Source: an optimization exercise on an open RTL-to-GDS flow (aim: small area and a short achievable clock period). Production flows keep margins and buffers that such runs may drop. In this exercise RTL edits were held to simulation tests only and were not proved equivalent to the original. Power and IR drop assume default switching activity.

==> flow/design.v, too long to show whole: its modules and the start of the top module <==
// module jmb_fifo: 16 lines
// module jmb_9x9_window: 85 lines
// module jmb_9x9_filter: 4189 lines
module jmb_9x9_filter #(
  parameter integer pixel_width = 8,
  parameter integer image_width = 64
) (
  input  wire valid_in,
  input  wire ready_in,
  input  wire clock,
  input  wire reset_n,
  input  wire [pixel_width-1:0] data_in,
  output wire valid_out,
  output wire ready_out,
  output wire [pixel_width-1:0] data_out
);
  // ...
==> flow/flow/run.sh <==
#!/bin/bash
# The standard layout (standard.sh: the standard flow's synthesis and ORFS flow, unchanged
# SDC) with these make-variable overrides:
#  - timing repair aims at a setup slack of 8.8 ns instead of 0,
#  - the buffers ABC put in are removed at floorplan (REMOVE_ABC_BUFFERS)
#    instead of running the pre-placement timing repair,
#  - port buffers are buf_4 (the default pick is a slow delay cell),
#  - CTS without dummy balancing loads, sinks clustered 30 per leaf buffer
#    within 60 um.
# make's full output goes to make_finish.log, each step's to orfs/logs/.
set -euo pipefail
bash standard.sh \
  SETUP_SLACK_MARGIN=8.8 \
  REMOVE_ABC_BUFFERS=1 \
  "BUFFER_PORTS_ARGS=-buffer_cell sky130_fd_sc_hd__buf_4" \
  "CTS_ARGS=-sink_clustering_enable -repair_clock_nets -dont_use_dummy_load -sink_clustering_size 30 -sink_clustering_max_diameter 60" \
  finish > make_finish.log 2>&1
==> flow/standard.sh <==
#!/bin/bash
# synth_recipe.tcl (not shown) runs the flow's synth.tcl, then flattens the netlist and writes it again
# the make line also repeats each setting of config.mk as NAME=value (left out here)
make -C /OpenROAD-flow-scripts/flow DESIGN_CONFIG=/design/flow/config.mk WORK_HOME=/design/flow/orfs CLKGATE_MAP_FILE= SYNTH_SCRIPT=/design/flow/synth_recipe.tcl "${@:-finish}"
==> flow/config.mk <==
export PLATFORM = sky130hd
export DESIGN_NAME = jmb_9x9_filter
export DESIGN_NICKNAME = jmb_9x9_filter
export VERILOG_FILES = /design/flow/design.v
export SDC_FILE = /design/flow/constraint.sdc
export NUM_CORES = 4
export LEC_CHECK = 0
export CAP_MARGIN = 20
export CORE_MARGIN = 2
export CORE_UTILIZATION = 55
export SLEW_MARGIN = 20
==> flow/constraint.sdc <==
create_clock -name core_clock -period 12.5 [get_ports {clock}]
set_input_delay 2.5000 -clock core_clock [delete_from_list [all_inputs] [get_ports {clock}]]
set_output_delay 2.5000 -clock core_clock [all_outputs]
set_load 0.01 [all_outputs]
==> metrics.yaml, run 1 <==
status:
  status: "complete, no violations"
cts:
  ctsResizeCount: 430
final_layout:
  clock_buffers: 239
  largest_reg_flops: 4144
  register_area_um2: 86000
  fill_cells: 20300
  clk_share_pct: 3.87
  n_all_buffers: 222
grt:
  grt_pass1_wl_mm: 455
  met1_usage_pct: 29.8
power_and_ir_drop:
  clk-power_w: 0.00755
  p_per_area_nw_per_um2: 142
  vdd_drop_max_mv: 0.116
yosys:
  synth_fa_ha_area_share_pct: 9.34
  yosysTopAreaCell: "dfxtp_1"
  ys_types: 47
  synth_ff_type: "dfxtp_1"
sta:
  setup_slack_ns: 8.49
  finalWorstPathRequiredPeriod_ns: 4.01
  setup_violations: 0
hold_path:
  hold_class: "reg -> reg"
floorplan:
  io_pins: 22
  die_area_um2: 264000
detailed_routing:
  top_layer_used: "met4"
  viasPerCell: 5.98
  drt_first_pass_iters: 5
setup_path:
  slowest_delay_ns: 0.61
==> module jmb_fifo, before the edit <==
module jmb_fifo #(
  parameter integer pixel_width = 8,
  parameter integer depth = 55
) (
  input  wire ld,
  input  wire hd,
  input  wire clock,
  input  wire [pixel_width-1:0] in,
  output wire [pixel_width*depth-1:0] taps
);
  reg [pixel_width*depth-1:0] r;
  wire [pixel_width*depth-1:0] d = {r[pixel_width*(depth-1)-1:0], in};
  always @(posedge clock)
    r <= ({pixel_width*depth{ld}} & d) | ({pixel_width*depth{hd}} & r);
  assign taps = r;
endmodule
==> run 2, diff against run 1 <==
--- a/flow/design.v
+++ b/flow/design.v
@@ -6,17 +6,17 @@
   input  wire hd,
   input  wire clock,
   input  wire [pixel_width-1:0] in,
   output wire [pixel_width*depth-1:0] taps
 );
   reg [pixel_width*depth-1:0] r;
   wire [pixel_width*depth-1:0] d = {r[pixel_width*(depth-1)-1:0], in};
   always @(posedge clock)
-    r <= ({pixel_width*depth{ld}} & d) | ({pixel_width*depth{hd}} & r);
+    r <= ({pixel_width*depth{~ld}} | d) & ({pixel_width*depth{~hd}} | r);
   assign taps = r;
 endmodule
 module jmb_9x9_window #(
   parameter integer pixel_width = 8
 ) (
   input  wire ld,
   input  wire hd,
   input  wire clock,
@@ -119,89 +119,89 @@
   always @(posedge clock) begin
     valid_out_r <= reset_n & valid_in;
     ready_out_r <= reset_n & ready_in;
   end
   assign valid_out = valid_out_r;
   assign ready_out = ready_out_r;
   wire [pixel_width*72-1:0] taps;
   jmb_9x9_window #(.pixel_width(pixel_width)) window (
-    .ld(ld), .hd(hd), .clock(clock), .data(data_in), .taps(taps));
-  wire [7:0] q0 = taps[0*8 +: 8];
-  wire [7:0] q1 = taps[1*8 +: 8];
-  wire [7:0] q2 = taps[2*8 +: 8];
-  wire [7:0] q3 = taps[3*8 +: 8];
-  wire [7:0] q4 = taps[4*8 +: 8];
-  wire [7:0] q5 = taps[5*8 +: 8];
-  wire [7:0] q62 = taps[6*8 +: 8];
-  wire [7:0] q63 = taps[7*8 +: 8];
-  wire [7:0] q64 = taps[8*8 +: 8];
-  wire [7:0] q65 = taps[9*8 +: 8];
-  wire [7:0] q66 = taps[10*8 +: 8];
-  wire [7:0] q67 = taps[11*8 +: 8];
-  wire [7:0] q68 = taps[12*8 +: 8];
-  wire [7:0] q69 = taps[13*8 +: 8];
-  wire [7:0] q70 = taps[14*8 +: 8];
-  wire [7:0] q126 = taps[15*8 +: 8];
-  wire [7:0] q127 = taps[16*8 +: 8];
-  wire [7:0] q128 = taps[17*8 +: 8];
-  wire [7:0] q129 = taps[18*8 +: 8];
-  wire [7:0] q131 = taps[19*8 +: 8];
-  wire [7:0] q132 = taps[20*8 +: 8];
-  wire [7:0] q133 = taps[21*8 +: 8];
-  wire [7:0] q134 = taps[22*8 +: 8];
-  wire [7:0] q190 = taps[23*8 +: 8];
-  wire [7:0] q191 = taps[24*8 +: 8];
-  wire [7:0] q192 = taps[25*8 +: 8];
-  wire [7:0] q193 = taps[26*8 +: 8];
-  wire [7:0] q194 = taps[27*8 +: 8];
-  wire [7:0] q195 = taps[28*8 +: 8];
-  wire [7:0] q196 = taps[29*8 +: 8];
-  wire [7:0] q197 = taps[30*8 +: 8];
-  wire [7:0] q198 = taps[31*8 +: 8];
-  wire [7:0] q254 = taps[32*8 +: 8];
-  wire [7:0] q255 = taps[33*8 +: 8];
-  wire [7:0] q257 = taps[34*8 +: 8];
-  wire [7:0] q258 = taps[35*8 +: 8];
-  wire [7:0] q259 = taps[36*8 +: 8];
-  wire [7:0] q261 = taps[37*8 +: 8];
-  wire [7:0] q262 = taps[38*8 +: 8];
-  wire [7:0] q318 = taps[39*8 +: 8];
-  wire [7:0] q319 = taps[40*8 +: 8];
-  wire [7:0] q320 = taps[41*8 +: 8];
-  wire [7:0] q321 = taps[42*8 +: 8];
-  wire [7:0] q322 = taps[43*8 +: 8];
-  wire [7:0] q323 = taps[44*8 +: 8];
-  wire [7:0] q324 = taps[45*8 +: 8];
-  wire [7:0] q325 = taps[46*8 +: 8];
-  wire [7:0] q326 = taps[47*8 +: 8];
-  wire [7:0] q382 = taps[48*8 +: 8];
-  wire [7:0] q383 = taps[49*8 +: 8];
-  wire [7:0] q384 = taps[50*8 +: 8];
-  wire [7:0] q385 = taps[51*8 +: 8];
-  wire [7:0] q387 = taps[52*8 +: 8];
-  wire [7:0] q388 = taps[53*8 +: 8];
-  wire [7:0] q389 = taps[54*8 +: 8];
-  wire [7:0] q390 = taps[55*8 +: 8];
-  wire [7:0] q446 = taps[56*8 +: 8];
-  wire [7:0] q447 = taps[57*8 +: 8];
-  wire [7:0] q448 = taps[58*8 +: 8];
-  wire [7:0] q449 = taps[59*8 +: 8];
-  wire [7:0] q450 = taps[60*8 +: 8];
-  wire [7:0] q451 = taps[61*8 +: 8];
-  wire [7:0] q452 = taps[62*8 +: 8];
-  wire [7:0] q453 = taps[63*8 +: 8];
-  wire [7:0] q454 = taps[64*8 +: 8];
-  wire [7:0] q511 = taps[65*8 +: 8];
-  wire [7:0] q512 = taps[66*8 +: 8];
-  wire [7:0] q513 = taps[67*8 +: 8];
-  wire [7:0] q514 = taps[68*8 +: 8];
-  wire [7:0] q515 = taps[69*8 +: 8];
-  wire [7:0] q516 = taps[70*8 +: 8];
-  wire [7:0] q517 = taps[71*8 +: 8];
+    .ld(ld), .hd(hd), .clock(clock), .data(~data_in), .taps(taps));
+  wire [7:0] q0 = ~taps[0*8 +: 8];
+  wire [7:0] q1 = ~taps[1*8 +: 8];
+  wire [7:0] q2 = ~taps[2*8 +: 8];
+  wire [7:0] q3 = ~taps[3*8 +: 8];
+  wire [7:0] q4 = ~taps[4*8 +: 8];
+  wire [7:0] q5 = ~taps[5*8 +: 8];
+  wire [7:0] q62 = ~taps[6*8 +: 8];
+  wire [7:0] q63 = ~taps[7*8 +: 8];
+  wire [7:0] q64 = ~taps[8*8 +: 8];
+  wire [7:0] q65 = ~taps[9*8 +: 8];
+  wire [7:0] q66 = ~taps[10*8 +: 8];
+  wire [7:0] q67 = ~taps[11*8 +: 8];
+  wire [7:0] q68 = ~taps[12*8 +: 8];
+  wire [7:0] q69 = ~taps[13*8 +: 8];
+  wire [7:0] q70 = ~taps[14*8 +: 8];
+  wire [7:0] q126 = ~taps[15*8 +: 8];
+  wire [7:0] q127 = ~taps[16*8 +: 8];
+  wire [7:0] q128 = ~taps[17*8 +: 8];
+  wire [7:0] q129 = ~taps[18*8 +: 8];
+  wire [7:0] q131 = ~taps[19*8 +: 8];
+  wire [7:0] q132 = ~taps[20*8 +: 8];
+  wire [7:0] q133 = ~taps[21*8 +: 8];
+  wire [7:0] q134 = ~taps[22*8 +: 8];
+  wire [7:0] q190 = ~taps[23*8 +: 8];
+  wire [7:0] q191 = ~taps[24*8 +: 8];
+  wire [7:0] q192 = ~taps[25*8 +: 8];
+  wire [7:0] q193 = ~taps[26*8 +: 8];
+  wire [7:0] q194 = ~taps[27*8 +: 8];
+  wire [7:0] q195 = ~taps[28*8 +: 8];
+  wire [7:0] q196 = ~taps[29*8 +: 8];
+  wire [7:0] q197 = ~taps[30*8 +: 8];
+  wire [7:0] q198 = ~taps[31*8 +: 8];
+  wire [7:0] q254 = ~taps[32*8 +: 8];
+  wire [7:0] q255 = ~taps[33*8 +: 8];
+  wire [7:0] q257 = ~taps[34*8 +: 8];
+  wire [7:0] q258 = ~taps[35*8 +: 8];
+  wire [7:0] q259 = ~taps[36*8 +: 8];
+  wire [7:0] q261 = ~taps[37*8 +: 8];
+  wire [7:0] q262 = ~taps[38*8 +: 8];
+  wire [7:0] q318 = ~taps[39*8 +: 8];
+  wire [7:0] q319 = ~taps[40*8 +: 8];
+  wire [7:0] q320 = ~taps[41*8 +: 8];
+  wire [7:0] q321 = ~taps[42*8 +: 8];
+  wire [7:0] q322 = ~taps[43*8 +: 8];
+  wire [7:0] q323 = ~taps[44*8 +: 8];
+  wire [7:0] q324 = ~taps[45*8 +: 8];
+  wire [7:0] q325 = ~taps[46*8 +: 8];
+  wire [7:0] q326 = ~taps[47*8 +: 8];
+  wire [7:0] q382 = ~taps[48*8 +: 8];
+  wire [7:0] q383 = ~taps[49*8 +: 8];
+  wire [7:0] q384 = ~taps[50*8 +: 8];
+  wire [7:0] q385 = ~taps[51*8 +: 8];
+  wire [7:0] q387 = ~taps[52*8 +: 8];
+  wire [7:0] q388 = ~taps[53*8 +: 8];
+  wire [7:0] q389 = ~taps[54*8 +: 8];
+  wire [7:0] q390 = ~taps[55*8 +: 8];
+  wire [7:0] q446 = ~taps[56*8 +: 8];
+  wire [7:0] q447 = ~taps[57*8 +: 8];
+  wire [7:0] q448 = ~taps[58*8 +: 8];
+  wire [7:0] q449 = ~taps[59*8 +: 8];
+  wire [7:0] q450 = ~taps[60*8 +: 8];
+  wire [7:0] q451 = ~taps[61*8 +: 8];
+  wire [7:0] q452 = ~taps[62*8 +: 8];
+  wire [7:0] q453 = ~taps[63*8 +: 8];
+  wire [7:0] q454 = ~taps[64*8 +: 8];
+  wire [7:0] q511 = ~taps[65*8 +: 8];
+  wire [7:0] q512 = ~taps[66*8 +: 8];
+  wire [7:0] q513 = ~taps[67*8 +: 8];
+  wire [7:0] q514 = ~taps[68*8 +: 8];
+  wire [7:0] q515 = ~taps[69*8 +: 8];
+  wire [7:0] q516 = ~taps[70*8 +: 8];
+  wire [7:0] q517 = ~taps[71*8 +: 8];
   reg [97:0] p1;
   reg [30:0] p2;
   wire n1;
   wire n2;
   wire n3;
   wire n4;
   wire n5;
   wire n6;
==> flow/flow/run.sh (replaced) <==
#!/bin/bash
# The standard layout (standard.sh: the standard flow's synthesis and ORFS flow, unchanged
# SDC and floorplan settings) with these make-variable overrides:
#  - timing repair aims at a setup slack of 8.7 ns instead of 0,
#  - port buffers are buf_4 (the default pick is a slow delay cell),
#  - CTS without dummy balancing loads, sinks clustered 30 per leaf buffer
#    within 60 um.
# make's full output goes to make_finish.log, each step's to orfs/logs/.
set -euo pipefail
bash standard.sh \
  SETUP_SLACK_MARGIN=8.7 \
  "BUFFER_PORTS_ARGS=-buffer_cell sky130_fd_sc_hd__buf_4" \
  "CTS_ARGS=-sink_clustering_enable -repair_clock_nets -dont_use_dummy_load -sink_clustering_size 30 -sink_clustering_max_diameter 60" \
  finish > make_finish.log 2>&1
==> flow/config.mk (replaced) <==
export PLATFORM = sky130hd
export DESIGN_NAME = jmb_9x9_filter
export DESIGN_NICKNAME = jmb_9x9_filter
export VERILOG_FILES = /design/flow/design.v
export SDC_FILE = /design/flow/constraint.sdc
export NUM_CORES = 4
export LEC_CHECK = 0
export CAP_MARGIN = 20
export CORE_MARGIN = 2
export CORE_UTILIZATION = 40
export SLEW_MARGIN = 20
==> metrics.yaml, run 2 <==
status:
  status: "complete, no violations"
power_and_ir_drop:
  power.switching_w: 0.00470
  p_per_area_nw_per_um2: 143  # +0.66%
  sw_frac_of_total_pct: 21.4
  combPwrFrac_pct: 3.4
  leakage_nw: 47.4
  p_clk_share_pct: 34.5
  internal_power_w: 0.0173
  pwr-share-seq_pct: 62.1
  vdd_drop_max_mv: 0.128  # +11%
yosys:
  synth_area_um2: 142000
  ys_types: 45  # -4.3%
  syn_inst: 10700
  yosysTopAreaCell: "dfxtp_1"
  synth_top_area_share_pct: 60.5
  synth_seq_area_share_pct: 60.5
  yosysMostFrequentCell: "dfxtp_1"
  synth_area_leaders: "dfxtp_1 61%, o22a_1 25%, fa_1 9.0%"
  yosysWarnings: 2
  synth_ff_type: "dfxtp_1"
  synth_edf_count: 0
  ys_ff_latch: 4283
  syn_avg_cell_area_um2: 13.3
  async_reset_ff_share_pct: 0
  yosys-top-cells-count: "4,283 x dfxtp_1, 4,096 x o22a_1, 863 x clkbuf_1"
detailed_routing:
  wl_met3_mm: 9.70
  vias: 81100
  wl_met1_mm: 133
  drt_iter0_drc: 5307
  drc: 0
  viasPerCell: 5.45  # -8.8%
  drt-total-wl_mm: 273
  met2WireLength_mm: 124
  top_layer_used: "met4"
  ant_nets: 0
  drt_first_pass_iters: 5  # unchanged
  post_drt_wl_per_cell_um: 18.4
run:
  drv_cap: 0
grt:
  grtUsageTotal_pct: 14.6
  grt_pass1_wl_mm: 438  # -3.7%
  antenna_found_initial: 3
  grt_overflow: 0
  grt_max_degree: 199
  first_global_vias: 80500
final_layout:
  largest_reg_flops: 4144  # unchanged
  final_common_cell: "dfxtp_1"
  final_cell_mix: "4,190 x dfxtp_1, 4,096 x o22a_1, 511 x fa_1"
  final_util_pct: 43.7
  area_growth_pct: 8.68
  top_register: "window.line.r"
  nets: 10800
  top_regs: "window.line.r (4144), p1 (98), p2 (31)"
  drive_gt1_share_pct: 6.62
setup_path:
  arrival_ns: 4.71
  path_cells: "clkinvlp_4 -> buf_4 -> fa_1 -> fa_2 -> fa_1 -> fa_2 -> fa_1 -> fa_2 -> o21ai_0"
  end_kind: "flip-flop"
  slowest_delay_ns: 0.59  # -0.02 ns
  critical_path_class: "reg -> reg"
  startpoint_type: "flip-flop"
  worstPathRequired_ns: 13.26
  crit_path_max_fanout: 3
  critPathSlowestCell: "fa_2"
placement:
  hpwl_mm: 160
  gp_congestion: 0.843
  port_buffers: 21
floorplan:
  die_w_um: 599
  io_pins: 22  # unchanged
  die_area_um2: 359000  # +36%
  die_h_um: 599
  start_util_pct: 40.2
  rows: 218
  core_area_um2: 353000
sta:
  tightest_slew_ns: 0.973
  hold_viol: 0
  skew_ns: 0.109
  maxSlewViolCount: 0
  setup_violations: 0  # unchanged
  finalWorstPathRequiredPeriod_ns: 3.95  # -0.0581 ns
  rsz0062_at_grt: "yes"
  finalCritPeriodShare_pct: 31.6
  fin_setup_tns_ns: 0
  maxSlewHeadroom_pct: 35.2
  max_freq_mhz: 253
cts:
  cts_tree: "built"
  root_buffer: "clkbuf_16"
  cts.sinks: 4283
  cts.clk_slew.worst_paths_ns: 0.10
  cts_buffers: 243
  clockBufferDepth: 4
  clkLatencyLatePin_ns: 0.93
  htree_levels: 4
hold_path:
  hold_class: "reg -> reg"
[run 2: worst paths after layout]
path	slack, ns	from	endpoint	depth (start not counted)
worst max-delay path	8.55	window.line.r[2065]	p1[36]	9
worst min-delay path	0.40	window.line.r[2329]	window.line.r[2337]	1
worst max register to register	8.55	window.line.r[2065]	p1[36]	9
worst min register to register	0.40	window.line.r[2329]	window.line.r[2337]	1
[run 2: worst max-delay path: cells and delay by family, from the launching register on]
family	cells	cell delay (ns)
compound gates	1	0.09
buf+inv	2	0.39
flops	1	0.34
fa+ha+maj	6	2.98
[run 2: cells by family after synthesis]
kind of cell	count (synthesis)	share of synthesized area, %
AO/OA/AOI/OAI	4327	26.3
XOR/XNOR	23	0.142
adder cells (fa/ha/maj)	683	9.42
buffers and inverters	1159	3.08
flip-flops	4283	60.5
multiplexers	3	0.0212
AND/OR/NAND/NOR	197	0.566
[run 2: area by class of cell]
| type | instances | area [um^2] |
|---|---|---|
| clock buffers | 243 | 6080 |
| repair buffers | 171 | 3270 |
| multi-input cells | 5238 | 52000 |
| well taps | 4730 | 5920 |
| fillers | 31700 | 199000 |
| inverters | 207 | 792 |
| diodes | 1 | 2.50 |
| flip-flops and latches | 4283 | 85900 |
[run 2: per-layer routing]
layer,vias up,global-route usage [%]
li1,39200,-
met1,40700,20.5
met2,869,23.4
met3,361,2.26
met4,0,3.66
met5,-,0
[run 2: through the flow]
step / worst slack, ns / instances / cell area [um^2] / hold slack (ns) / power [W]
6_report: 8.55 / 14900 / 154000 / 0.402 / 0.0220
5_1_grt: 8.51 / 14900 / 154000 / 0.404 / 0.0228
4_1_cts: 8.49 / 14800 / 153000 / 0.389 / 0.0223
3_5_place_dp: 6.48 / 14500 / 145000 / 0.448 / 0.0146
3_3_place_gp: 6.56 / 14500 / 145000 / 0.441 / 0.0146
2_1_floorplan: 8.63 / 10700 / 142000 / 0.425 / 0.0145
[run 2: what timing repair did]
action,in CTS,in global routing
endpoints found under the setup margin,3579,2944
endpoints found under the hold margin,0,0
gates resized for setup,275,118
cloned,39,17
setup buffers,23,13
hold buffers,0,0
pin swaps,87,89
[run 2: power by group through the flow]
stage / clock network [W] / registers [W] / logic, W
5_1_grt: 0.00834 / 0.0137 / 0.000826
2_1_floorplan: 0 / 0.0140 / 0.000509
3_5_place_dp: 0 / 0.0140 / 0.000637
4_1_cts: 0.00787 / 0.0137 / 0.000733
6_report: 0.00758 / 0.0137 / 0.000754
3_3_place_gp: 0 / 0.0140 / 0.000626

afterwards: timing with drivers on the ports:
The results above use ideal ports. As a check the final layouts listed here were re-extracted and re-timed, cells and wires unchanged. Step 1 (the two cells are an assumption about what drives the block):
set clk [get_ports {clock}]
set_driving_cell -lib_cell sky130_fd_sc_hd__clkbuf_16 $clk
set_driving_cell -lib_cell sky130_fd_sc_hd__buf_2 [delete_from_list [all_inputs] $clk]
Step 2, shift: input delay + t, output delay - t, t = (earliest + latest rising clock arrival at the registers) / 2. This alone moves slack from input paths to output paths. Three values: ideal ports, drivers, drivers and shift; two values: the first two.
run | shift t [ns] | setup slack, ns | hold slack, ns
run 1 | 0.976 | 8.489 / 8.466 / 7.909 | 0.426 / 0.426 / 0.426
run 2 | 0.965 | 8.547 / 8.539 / 7.769 | 0.402 / 0.402 / 0.402
After both steps setup and hold are still met in every run listed. The setup slack of run 2, which loses most, moves by -0.008 ns with the drivers and by -0.778 ns with both steps.
